This design comes from an exercise in tuning for small area on the open sky130 flow, not from production work. Only simulation tests tie the RTL to the original design; equivalence was not proved.

==> 03-27 <==
==> flow/design.v (excerpt) <==
module morv_top (
    input logic clk,
    input logic rst_n,
    output logic [31:0] address,
    output logic [31:0] wdata,
    output logic write,
    output logic [3:0] wstrb,
    input logic [31:0] rdata,
    input logic ready,
    output logic exception
);
Settings: LEC_CHECK=0, CAP_MARGIN=25, CORE_MARGIN=2, CORE_UTILIZATION=55, CTS_BUF_LIST=sky130_fd_sc_hd__clkbuf_16, CTS_CLUSTER_DIAMETER=80, CTS_CLUSTER_SIZE=25, SLEW_MARGIN=25, SYNTH_HIERARCHICAL=1; clock period 14.0 ns.
run.sh (not shown) runs the stock make flow with config.mk's settings and CLKGATE_MAP_FILE= SYNTH_SCRIPT=/design/flow/synth_recipe.tcl, a recipe that flattens the netlist after the stock synthesis.
==> 05-22 (differences from 03-27) <==
--- a/flow/design.v
+++ b/flow/design.v
@@ -62,25 +62,19 @@
             morv_aoi222 u_aoi (
                 .a1(s[3*k]), .a2(d[3*k]), .b1(s[3*k+1]), .b2(d[3*k+1]),
                 .c1(s[3*k+2]), .c2(d[3*k+2]), .y(t[k])
             );
         end
         if (R == 2) begin : g_r2
-            assign t[G] = ~((s[N-2] & d[N-2]) | (s[N-1] & d[N-1]));
+            morv_aoi22 u_aoi (.a1(s[N-2]), .a2(d[N-2]), .b1(s[N-1]), .b2(d[N-1]), .y(t[G]));
         end else if (R == 1) begin : g_r1
             assign t[G] = ~(s[N-1] & d[N-1]);
         end
     endgenerate
     assign y = O ? (o | ~&t) : ~&t;
 endmodule
-module morv_hold (
-    input  logic e, h, d, q,
-    output logic y
-);
-    assign y = (e & d) | (h & q);
-endmodule
 module morv_mux2i (
     input  logic a, b, s,
     output logic y
 );
     assign y = ~(s ? b : a);
 endmodule
@@ -198,22 +192,14 @@
     input logic ready,
     output logic exception
 );
     logic [31:1] pc_q;
     logic [31:0] ir;
     wire  [31:0] pc = {pc_q, 1'b0};
-    wire ready_n = ~ready;
-    logic [31:0] ir_d;
-    genvar gi;
-    generate
-        for (gi = 0; gi < 32; gi++) begin : g_ir
-            morv_hold u_h (.e(ready), .h(ready_n), .d(rdata[gi]), .q(ir[gi]), .y(ir_d[gi]));
-        end
-    endgenerate
     always_ff @(posedge clk)
-        ir <= ir_d;
+        if (ready) ir <= rdata;
     wire [6:0] opcode = ir[6:0];
     wire [4:0] rd     = ir[11:7];
     wire [2:0] funct3 = ir[14:12];
     wire [4:0] rs1    = ir[19:15];
     wire [4:0] rs2    = ir[24:20];
     wire [6:0] funct7 = ir[31:25];
@@ -240,19 +226,14 @@
     logic [31:0] rf_wdata;
     wire rf_wen = op_alu | op_load | op_lui | op_auipc | op_jal | op_jalr;
     genvar g, b;
     generate
         for (g = 1; g < 32; g++) begin : g_rf
             wire en = ~rst_n | (rf_wen & (rd == g));
-            wire hold = ~en;
-            logic [31:0] xd;
-            for (b = 0; b < 32; b++) begin : g_b
-                morv_hold u_h (.e(en), .h(hold), .d(rf_wdata[b]), .q(xreg[g][b]), .y(xd[b]));
-            end
             always_ff @(posedge clk)
-                xreg[g] <= xd;
+                if (en) xreg[g] <= rf_wdata;
         end
     endgenerate
     logic [31:1] sel1, sel2;
     always_comb
         for (int i = 1; i < 32; i++) begin
             sel1[i] = (rs1 == i) & ~op_lui;
==> flow/flow/run.sh (new file) <==
#!/bin/bash
# The standard layout (standard.sh), with three changes made through ORFS's
# own environment variables:
#  - port buffers use the smallest buffer cell instead of clkdlybuf4s50_1;
#  - clock tree synthesis inserts no dummy loads;
#  - timing repair after global routing recovers power (downsizes cells
#    off the critical paths).
set -euo pipefail
export BUFFER_PORTS_ARGS="-buffer_cell sky130_fd_sc_hd__buf_1"
export CTS_ARGS="-sink_clustering_enable -repair_clock_nets -buf_list sky130_fd_sc_hd__clkbuf_16 -sink_clustering_size 25 -sink_clustering_max_diameter 80 -dont_use_dummy_load"
export RECOVER_POWER=100
bash standard.sh > standard.log 2>&1
==> flow/standard.sh (new file) <==
#!/bin/bash
# synth_recipe.tcl (not shown) runs the flow's synth.tcl, then flattens the netlist and writes it again
# the make line also repeats each setting of config.mk as NAME=value (left out here)
make -C /OpenROAD-flow-scripts/flow DESIGN_CONFIG=/design/flow/config.mk WORK_HOME=/design/flow/orfs CLKGATE_MAP_FILE= SYNTH_SCRIPT=/design/flow/synth_recipe.tcl "${@:-finish}"
removed: flow/run.sh
==> 03-04 (differences from 03-27) <==
--- a/flow/design.v
+++ b/flow/design.v
@@ -37,50 +37,12 @@
 module morv_aoi222 (
     input  logic a1, a2, b1, b2, c1, c2,
     output logic y
 );
     assign y = ~((a1 & a2) | (b1 & b2) | (c1 & c2));
 endmodule
-module morv_aoi22 (
-    input  logic a1, a2, b1, b2,
-    output logic y
-);
-    assign y = ~((a1 & a2) | (b1 & b2));
-endmodule
-module morv_ao #(parameter int N = 3, parameter bit O = 1'b0) (
-    input  logic [N-1:0] s,
-    input  logic [N-1:0] d,
-    input  logic         o,
-    output logic         y
-);
-    localparam int G = N / 3;
-    localparam int R = N % 3;
-    localparam int T = G + ((R > 0) ? 1 : 0);
-    logic [T-1:0] t;
-    genvar k;
-    generate
-        for (k = 0; k < G; k++) begin : g_aoi
-            morv_aoi222 u_aoi (
-                .a1(s[3*k]), .a2(d[3*k]), .b1(s[3*k+1]), .b2(d[3*k+1]),
-                .c1(s[3*k+2]), .c2(d[3*k+2]), .y(t[k])
-            );
-        end
-        if (R == 2) begin : g_r2
-            assign t[G] = ~((s[N-2] & d[N-2]) | (s[N-1] & d[N-1]));
-        end else if (R == 1) begin : g_r1
-            assign t[G] = ~(s[N-1] & d[N-1]);
-        end
-    endgenerate
-    assign y = O ? (o | ~&t) : ~&t;
-endmodule
-module morv_hold (
-    input  logic e, h, d, q,
-    output logic y
-);
-    assign y = (e & d) | (h & q);
-endmodule
 module morv_mux2i (
     input  logic a, b, s,
     output logic y
 );
     assign y = ~(s ? b : a);
 endmodule
@@ -198,22 +160,14 @@
     input logic ready,
     output logic exception
 );
     logic [31:1] pc_q;
     logic [31:0] ir;
     wire  [31:0] pc = {pc_q, 1'b0};
-    wire ready_n = ~ready;
-    logic [31:0] ir_d;
-    genvar gi;
-    generate
-        for (gi = 0; gi < 32; gi++) begin : g_ir
-            morv_hold u_h (.e(ready), .h(ready_n), .d(rdata[gi]), .q(ir[gi]), .y(ir_d[gi]));
-        end
-    endgenerate
     always_ff @(posedge clk)
-        ir <= ir_d;
+        if (ready) ir <= rdata;
     wire [6:0] opcode = ir[6:0];
     wire [4:0] rd     = ir[11:7];
     wire [2:0] funct3 = ir[14:12];
     wire [4:0] rs1    = ir[19:15];
     wire [4:0] rs2    = ir[24:20];
     wire [6:0] funct7 = ir[31:25];
@@ -240,19 +194,14 @@
     logic [31:0] rf_wdata;
     wire rf_wen = op_alu | op_load | op_lui | op_auipc | op_jal | op_jalr;
     genvar g, b;
     generate
         for (g = 1; g < 32; g++) begin : g_rf
             wire en = ~rst_n | (rf_wen & (rd == g));
-            wire hold = ~en;
-            logic [31:0] xd;
-            for (b = 0; b < 32; b++) begin : g_b
-                morv_hold u_h (.e(en), .h(hold), .d(rf_wdata[b]), .q(xreg[g][b]), .y(xd[b]));
-            end
             always_ff @(posedge clk)
-                xreg[g] <= xd;
+                if (en) xreg[g] <= rf_wdata;
         end
     endgenerate
     logic [31:1] sel1, sel2;
     always_comb
         for (int i = 1; i < 32; i++) begin
             sel1[i] = (rs1 == i) & ~op_lui;
@@ -300,76 +249,52 @@
     morv_rca #(.N(31)) u_pcadd (.a(pc_q), .b(imm_pc), .s(pc_t));
     wire [31:1] pc4 = {pc_q[31:2] + 30'd1, pc_q[1]};
     wire shl = funct3 == 3'b001;
     wire [31:0] sh_out;
     morv_shr u_shr (.a(rs1_data), .rev(shl), .n(op_b[4:0]), .y(sh_out));
     wire sh_ok = ~|op_b[31:5];
+    wire [1:0] la = add_r[1:0];
+    logic [31:0] ld_r;
+    always_comb begin
+        logic [7:0]  lb;
+        logic [15:0] lh;
+        case (la)
+            2'b00: lb = rdata[7:0];
+            2'b01: lb = rdata[15:8];
+            2'b10: lb = rdata[23:16];
+            default: lb = rdata[31:24];
+        endcase
+        lh = la[1] ? rdata[31:16] : rdata[15:0];
+        case (funct3)
+            3'b000: ld_r = {{24{lb[7]}}, lb};
+            3'b100: ld_r = {24'b0, lb};
+            3'b001: ld_r = la[0] ? 32'b0 : {{16{lh[15]}}, lh};
+            3'b101: ld_r = la[0] ? 32'b0 : {16'b0, lh};
+            3'b010: ld_r = rdata;
+            default: ld_r = 32'b0;
+        endcase
+    end
     wire alu_ok = op_alu & ~r_bad & ~i_bad & rst_n;
     wire w_add  = (alu_ok & (funct3 == 3'b000)) | (op_lui & rst_n);
     wire w_sh   = alu_ok & (funct3 == 3'b001 || funct3 == 3'b101) & sh_ok;
     wire w_srl  = w_sh & ~shl;
     wire w_sll  = w_sh & shl;
     wire w_slt  = alu_ok & (funct3 == 3'b010);
     wire w_sltu = alu_ok & (funct3 == 3'b011);
     wire w_p    = alu_ok & (funct3 == 3'b100 || funct3 == 3'b110);
     wire w_g    = alu_ok & (funct3 == 3'b110 || funct3 == 3'b111);
     wire w_ld   = op_load & rst_n;
     wire w_pct  = op_auipc & rst_n;
     wire w_pc4  = (op_jal | op_jalr) & rst_n;
-    wire [1:0] la = add_r[1:0];
-    wire ld_b = funct3[1:0] == 2'b00;            
-    wire ld_h = funct3[1:0] == 2'b01;            
-    wire ld_w = funct3 == 3'b010;                
-    wire ld_s = ~funct3[2];                      
-    logic bsign;
     always_comb
-        case (la)
-            2'b00: bsign = rdata[7];
-            2'b01: bsign = rdata[15];
-            2'b10: bsign = rdata[23];
-            default: bsign = rdata[31];
-        endcase
-    wire hsign = la[1] ? rdata[31] : rdata[15];
-    wire l0 = w_ld & (ld_w | ((ld_b | ld_h) & (la == 2'd0)));
-    wire l1 = w_ld & ld_b & (la == 2'd1);
-    wire l2 = w_ld & (ld_b | ld_h) & (la == 2'd2);
-    wire l3 = w_ld & ld_b & (la == 2'd3);
-    wire h0 = w_ld & (ld_w | (ld_h & (la == 2'd0)));
-    wire h1 = w_ld & ld_h & (la == 2'd2);
-    wire u0 = w_ld & ld_w;
-    wire sgn8  = w_ld & ld_s & ld_b & bsign;
-    wire sgn16 = w_ld & ld_s & ((ld_b & bsign) | (ld_h & ~la[0] & hsign));
-    generate
-        for (b = 0; b < 32; b++) begin : g_wb
-            if (b == 0) begin : g_b0
-                morv_ao #(.N(11)) u_ao (
-                    .s({w_add, w_srl, w_sll, w_p, w_g, l0, l1, l2, l3, w_slt, w_sltu}),
-                    .d({add_r[b], sh_out[b], sh_out[31-b], add_p[b], add_g[b],
-                        rdata[b], rdata[b+8], rdata[b+16], rdata[b+24], lt, ltu}),
-                    .o(1'b0), .y(rf_wdata[b]));
-            end else if (b < 8) begin : g_lo
-                morv_ao #(.N(11)) u_ao (
-                    .s({w_add, w_srl, w_sll, w_p, w_g, l0, l1, l2, l3, w_pct, w_pc4}),
-                    .d({add_r[b], sh_out[b], sh_out[31-b], add_p[b], add_g[b],
-                        rdata[b], rdata[b+8], rdata[b+16], rdata[b+24], pc_t[b], pc4[b]}),
-                    .o(1'b0), .y(rf_wdata[b]));
-            end else if (b < 16) begin : g_mid
-                morv_ao #(.N(9), .O(1'b1)) u_ao (
-                    .s({w_add, w_srl, w_sll, w_p, w_g, h0, h1, w_pct, w_pc4}),
-                    .d({add_r[b], sh_out[b], sh_out[31-b], add_p[b], add_g[b],
-                        rdata[b], rdata[b+16], pc_t[b], pc4[b]}),
-                    .o(sgn8), .y(rf_wdata[b]));
-            end else begin : g_hi
-                morv_ao #(.N(8), .O(1'b1)) u_ao (
-                    .s({w_add, w_srl, w_sll, w_p, w_g, u0, w_pct, w_pc4}),
-                    .d({add_r[b], sh_out[b], sh_out[31-b], add_p[b], add_g[b],
-                        rdata[b], pc_t[b], pc4[b]}),
-                    .o(sgn16), .y(rf_wdata[b]));
-            end
-        end
-    endgenerate
+        for (int i = 0; i < 32; i++)
+            rf_wdata[i] = (w_add & add_r[i]) | (w_srl & sh_out[i]) | (w_sll & sh_out[31 - i]) |
+                          (w_p & add_p[i]) | (w_g & add_g[i]) | (w_ld & ld_r[i]) |
+                          (w_pct & ((i == 0) ? 1'b0 : pc_t[i])) |
+                          (w_pc4 & ((i == 0) ? 1'b0 : pc4[i])) |
+                          ((i == 0) & ((w_slt & lt) | (w_sltu & ltu)));
     wire mem = op_load | op_store;
     assign address = mem ? add_r : pc;
     assign write   = op_store;
     assign wdata   = op_store ? rs2_data : 32'b0;
     always_comb begin
         wstrb = 4'b0000;
==> results.sh <==
export IMPL_wl_met1_um=85810
export IMPL_status="timing/DRC/antenna clean"
export IMPL_largest_class="multi-input combinational cells"
export IMPL_critPathTopFamily="adder cells"
export IMPL_synth_area_per_cell_um2=11.18
export IMPL_powerDensity_nw_per_um2=103.3
export IMPL_dpl_instance_area_um2=52660
export IMPL_crit_top_cell="fa_1"
export IMPL_diodes=16
[end of results for 03-27]
==> results.sh <==
export IMPL_status="timing/DRC/antenna clean"
export IMPL_crit_top_cell="fa_1"
export IMPL_dpl_instance_area_um2=53980
export IMPL_critPathTopFamily="adder cells"
export IMPL_largest_class="sequential cells"
export IMPL_synth_area_per_cell_um2=14.88
export IMPL_diodes=5
[end of results for 03-04]
==> results.sh <==
export IMPL_dpl_instance_area_um2=53080
export IMPL_drv_slew=1848
export IMPL_powerDensity_nw_per_um2=123.7
export IMPL_synth_area_per_cell_um2=15.16
export IMPL_status="finished with violations"
export IMPL_cap_viol_max_count=57
export IMPL_so_violations="max-capacitance violations, max-slew violations"
export IMPL_largest_class="sequential cells"
export IMPL_critPathTopFamily="compound AO/OA/AOI/OAI gates"
[end of results for 05-22]

==> afterwards: timing with drivers on the ports <==
The flow's constraints put no driver on any port. The routed layouts listed below were extracted and timed again, unchanged, in two steps. Step 1 assumes that a clkbuf_16 drives the clock port and a buf_2 every other input. Step 2, shift: input delay + t, output delay - t, t = (earliest + latest rising clock arrival at the registers) / 2. This alone moves slack from input paths to output paths. Slacks: ideal ports / drivers / drivers and shift; pairs: ideal ports / drivers.
run	t (ns)	setup slack, ns	worst register clock-pin slew, ns	cell pins on the clock port's net
03-27	0.764	1.505 / 1.505 / 1.505	0.11 / 0.11	1
05-22	0.702	0.524 / 0.459 / 0.830	0.10 / 0.10	1
03-04	0.728	1.536 / 1.536 / 1.536	0.11 / 0.11	1
